This is an optimization exercise on Yosys and OpenROAD, whose aim is small area and a short achievable clock period, not a production implementation.
Function not checked in this run: the RTL went through the layout flow alone.
Power and IR drop assume default switching activity.

==> design.v <==
module simon_datapath_shiftreg(clk,load,load_in,key_in,j_0,j_lt2,j_lt8,cipher_out);
input clk,load,load_in,key_in;
input j_0,j_lt2,j_lt8;
output cipher_out;
reg [127:0] d;
wire rol1 = j_0   ? d[0] : d[64];
wire rol2 = j_lt2 ? d[1] : d[65];
wire rol8 = j_lt8 ? d[7] : d[71];
wire new_bit = d[127] ^ (rol1 & rol8) ^ rol2 ^ key_in;
always @(posedge clk)
	d <= {d[126:0], load ? load_in : new_bit};
assign cipher_out = d[0];
endmodule
module simon_key_expansion_shiftreg(clk,load,data_in,j_gt59,j_gt60,cst,key_out,tail_out);
input clk,load,data_in;
input j_gt59,j_gt60,cst;
output key_out,tail_out;
reg [127:0] q;
wire ror3 = j_gt60 ? q[124] : q[60];
wire ror4 = j_gt59 ? q[123] : q[59];
wire new_bit = q[127] ^ ror3 ^ ror4 ^ cst;
always @(posedge clk)
	q <= {q[126:0], load ? data_in : new_bit};
assign key_out  = q[127];
assign tail_out = q[127];
endmodule
module top_module(clk,data_in,data_rdy,cipher_out);
input clk,data_in;
input [1:0] data_rdy;
output cipher_out;
wire load = data_rdy[0] ^ data_rdy[1];    
wire key_bit;
wire key_tail;
reg [5:0] bit_cnt;
reg       par;
reg [4:0] lfsr;     
always @(posedge clk)
begin
	if (load) begin
		bit_cnt <= 6'd0;
		par     <= 1'b0;
		lfsr    <= 5'b11111;
	end else begin
		bit_cnt <= bit_cnt + 6'd1;
		if (&bit_cnt) begin
			par  <= ~par;
			lfsr <= {lfsr[4] ^ lfsr[2] ^ lfsr[1] ^ lfsr[0], lfsr[4:1]};
		end
	end
end
wire z_value = lfsr[0] ^ par;
wire j_0    = bit_cnt == 6'd0;
wire j_lt2  = bit_cnt[5:1] == 5'd0;
wire j_lt8  = bit_cnt[5:3] == 3'd0;
wire j_gt59 = &bit_cnt[5:2];
wire j_gt60 = j_gt59 & (bit_cnt[1] | bit_cnt[0]);
wire cst    = ~j_lt2 ^ (j_0 & z_value);
simon_datapath_shiftreg datapath(.clk(clk), .load(load), .load_in(key_tail), .key_in(key_bit),
                                 .j_0(j_0), .j_lt2(j_lt2), .j_lt8(j_lt8), .cipher_out(cipher_out));
simon_key_expansion_shiftreg key_exp(.clk(clk), .load(load), .data_in(data_in), .j_gt59(j_gt59), .j_gt60(j_gt60), .cst(cst), .key_out(key_bit), .tail_out(key_tail));
endmodule
==> run.sh <==
#!/bin/bash
# synth_recipe.tcl (not shown) runs the flow's synth.tcl, then flattens the netlist and writes it again
# the make line also repeats each setting of config.mk as NAME=value (left out here)
make -C /OpenROAD-flow-scripts/flow DESIGN_CONFIG=/design/flow/config.mk WORK_HOME=/design/flow/orfs CLKGATE_MAP_FILE= SYNTH_SCRIPT=/design/flow/synth_recipe.tcl finish
==> config.mk <==
export PLATFORM = sky130hd
export DESIGN_NAME = top_module
export DESIGN_NICKNAME = top_module
export VERILOG_FILES = /design/flow/design.v
export SDC_FILE = /design/flow/constraint.sdc
export NUM_CORES = 4
export LEC_CHECK = 0
export ABC_CLOCK_PERIOD_IN_PS = 1000
export CAP_MARGIN = 20
export CORE_MARGIN = 2
export CORE_UTILIZATION = 60
export CTS_BUF_LIST = sky130_fd_sc_hd__clkbuf_16
export CTS_CLUSTER_DIAMETER = 60
export CTS_CLUSTER_SIZE = 30
export SETUP_SLACK_MARGIN = 2.0
export SLEW_MARGIN = 20
==> constraint.sdc <==
create_clock -name core_clock -period 3.3 [get_ports {clk}]
set_input_delay 0.6600 -clock core_clock [delete_from_list [all_inputs] [get_ports {clk}]]
set_output_delay 0.6600 -clock core_clock [all_outputs]
set_load 0.01 [all_outputs]
==> impl_metrics.env <==
export IMPL_finalHoldViolCount=0
export IMPL_routed_wl_um=5830
export IMPL_nets=368
export IMPL_min_delay_start="datapath.d[18]"
export IMPL_cts_sinks=268
export IMPL_port_buffers=4
export IMPL_clk_latency_ps=460
export IMPL_htreeDepth=1
export IMPL_dp_cells=472
export IMPL_vias=2110
export IMPL_pin_count=5
export IMPL_first_pass_iters=4
export IMPL_timing_worst_setup_path_type="register to register"
export IMPL_hpwl_um=2850
export IMPL_timing_rr_end="datapath.d[0]"
export IMPL_yosysWarnings=3
export IMPL_fmax_ghz=0.562
export IMPL_synth_top_cells_by_count="dfxtp_1, xor2_1, nand2_1, nand3_1, nor2_1"
export IMPL_finalCriticalPeriod_ps=1780
export IMPL_place_ws_ps=975
export IMPL_synth_edf_count=0
export IMPL_multi_input_comb_area_um2=554
export IMPL_hold_buffers=0
export IMPL_rsz0062_at_grt="yes"
export IMPL_numCtsBuffers=13
export IMPL_dieArea_um2=10500
export IMPL_syn_instance_count=336
export IMPL_fp_dieH_um=103
export IMPL_holdWs_ps=323
export IMPL_path_max_fanout=3
export IMPL_synthTopCellsByArea="dfxtp_1, xor2_1, mux2i_1"
export IMPL_grt_pass1_vias=1963
export IMPL_whs_path_depth=0
export IMPL_r2r_slack_ps=1520
export IMPL_synth_most_common_cell="dfxtp_1"
export IMPL_finalCritPeriodShare_pct=53.9
export IMPL_grt_total_usage_pct=11.4
export IMPL_synth_seq_cells=268
export IMPL_routedWlPerCell_um=11.7
export IMPL_regArea_um2=5380
export IMPL_syn_num_nets=342
export IMPL_worstPathArrival_ps=2130
export IMPL_holdPathEnd="datapath.d[19]"
export IMPL_n_antenna_cell=0
export IMPL_clock_skew_ps=12.2
export IMPL_setup_viol=0
export IMPL_yosys_cell_types_count=24
export IMPL_ir_worst_vdd_uv=526
export IMPL_instances_no_fill=498
export IMPL_crit_reg2reg_launch="bit_cnt[4]"
export IMPL_fillers=681
export IMPL_remaining_drc_errors=0
export IMPL_routed_via_density=4.24
export IMPL_initial_core_util_pct=60.9
export IMPL_setup_ws_ps=1520
export IMPL_cap_violations=0
export IMPL_synthFlopType="dfxtp_1"
export IMPL_p_per_area_nw_per_um2=840
export IMPL_grt_pass1_wl_um=9410
export IMPL_r2r_worst_path_cells=5
export IMPL_tightest_slew_ps=332
export IMPL_gp_congestion=0.722
export IMPL_antenna_found_initial=0
export IMPL_coreArea_um2=9590
export IMPL_yosysTopAreaCellShare_pct=91.9
export IMPL_synthArstFlopShare_pct=0
export IMPL_layout_drive_gt1_share_pct=12.1
export IMPL_clk_pin_slew_ps=100
export IMPL_cellLeakagePower_nw=2.65
export IMPL_gr_total_overflow=0
export IMPL_root_buffer="clkbuf_16"
export IMPL_syn2layout_area_growth_pct=12.5
export IMPL_syn_area_per_cell_um2=17.4
export IMPL_dieWidth_um=103
export IMPL_grt_max_degree=31
export IMPL_crit_required_ps=3650
export IMPL_first_iter_violations=60
export IMPL_clk_path_buf_depth=3
export IMPL_relSlewSlack_pct=77.8
export IMPL_cts_tree="done"
export IMPL_endpoint_kind="register"
export IMPL_outcome="complete, no violations"
export IMPL_hp_class="register to register"
export IMPL_seq_area_frac_synth_pct=91.9
export IMPL_num_rows=36
export IMPL_start_kind="register"
export IMPL_drv_slew=0
export IMPL_ant_nets=0
export IMPL_synth_top_area_cell="dfxtp_1"
export IMPL_syn_area_um2=5840
export IMPL_finalSetupTns_ps=0
cell type report:
type                    instances  share of cell area (%)
inverters                       2                   0.114
clock buffers                  13                    4.95
well taps                     133                    2.53
multi-input cells              65                    8.44
flip-flops and latches        268                    81.9
clock inverters                 5                   0.572
repair buffers                 12                    1.47
stage by stage:
stage	utilization, %	total power, mW	cell area [um^2]
3_3_place_gp	63.0	3.91	6040
2_1_floorplan	-	3.84	5840
6_report	68.5	5.52	6570
3_5_place_dp	63.0	3.91	6040
5_1_grt	68.5	5.74	6570
4_1_cts	67.5	5.56	6470
cell usage in the layout, fill, tap and decap left out, types with 2 or more instances in the layout:
| cell type | netlist | final |
|---|---|---|
| dfxtp_2 | 0 | 3 |
| inv_1 | 2 | 2 |
| clkbuf_16 | 0 | 13 |
| dlygate4sd2_1 | 0 | 3 |
| or3_4 | 1 | 2 |
| nand4b_1 | 2 | 2 |
| o21ai_0 | 3 | 2 |
| buf_4 | 0 | 8 |
| nand4_1 | 2 | 2 |
| nand2_1 | 7 | 7 |
| nand2b_1 | 3 | 2 |
| nor3_2 | 0 | 2 |
| xor2_1 | 9 | 8 |
| nor2_1 | 7 | 7 |
| xnor2_1 | 5 | 4 |
| mux2i_1 | 5 | 5 |
| nand3_1 | 7 | 6 |
| dfxtp_4 | 0 | 3 |
| dfxtp_1 | 268 | 262 |
flip-flops by register name, summed over array words and instances, names as in the netlist:
| register | cells |
|---|---|
| bit_cnt | 6 |
| lfsr | 5 |
| key_exp.q | 128 |
| datapath.d | 128 |
| par | 1 |
logic make-up after synthesis:
group                      count (synthesis)  share of synthesized area (%)
and+or+nand+nor                           37                           3.39
xor gates and xnor gates                  15                           2.49
buffers and inverters                      3                          0.193
AOI/OAI and AO/OA                          5                          0.514
muxes                                      6                           1.11
adders and majority gates                  2                          0.428
DFF                                      268                           91.9
routing by layer:
| layer | routed length, um | track usage [%] |
|---|---|---|
| met4 | 104 | 4.00 |
| met2 | 2250 | 15.4 |
| met3 | 222 | 2.78 |
| met5 | 0 | 0 |
| met1 | 3250 | 18.0 |
what timing repair did:
action                                  in CTS  in global routing
endpoints found under the setup margin      15                  4
pin swaps                                    1                  6
endpoints found under the hold margin        0                  0
setup buffers                                3                  5
gates cloned                                 0                  0
resized for setup                           14                 12
worst max path at each step:
| stage | startpoint | endpoint |
|---|---|---|
| 5_1_grt | bit_cnt[1] | datapath.d[0] |
| 4_1_cts | bit_cnt[5] | datapath.d[0] |
| 3_5_place_dp | data_rdy[0] | datapath.d[0] |
| 3_3_place_gp | data_rdy[0] | datapath.d[0] |
| 6_report | bit_cnt[4] | datapath.d[0] |
| 2_1_floorplan | bit_cnt[5] | datapath.d[0] |
worst max-delay path, cell delays in order, from the launching register on:
cell	delay, ps
dfxtp_4	360
or3_4	400
or3_4	340
and4_1	180
mux2_4	260
xor2_1	140
report_power, final:
group          internal (mW)  switching (mW)  total (mW)
combinational         0.0721          0.0544       0.126
clock                  0.736           0.908        1.64
sequential              3.63           0.110        3.74
total                   4.44            1.07        5.52

re-timing with driven ports:
In the flow no input, the clock included, has a driving cell. The finished layout below was timed again as built, in two steps. Step 1 (the two cells are an assumption about what drives the block):
set clk [get_ports {clk}]
set_driving_cell -lib_cell sky130_fd_sc_hd__clkbuf_16 $clk
set_driving_cell -lib_cell sky130_fd_sc_hd__buf_2 [delete_from_list [all_inputs] $clk]
Step 2, shift: input delay + t, output delay - t, t = (earliest + latest rising clock arrival at the registers) / 2. This alone moves slack from input paths to output paths. Three values: no drivers, after step 1, after step 2; two values: the first two.
t (ns): 0.484
setup slack, ns: 1.522 / 1.511 / 1.384
cell pins on the clock port's net: 1
After both steps setup and hold are still met in this run. For this run, drivers alone change the setup slack by -0.011 ns; drivers and shift together by -0.138 ns.
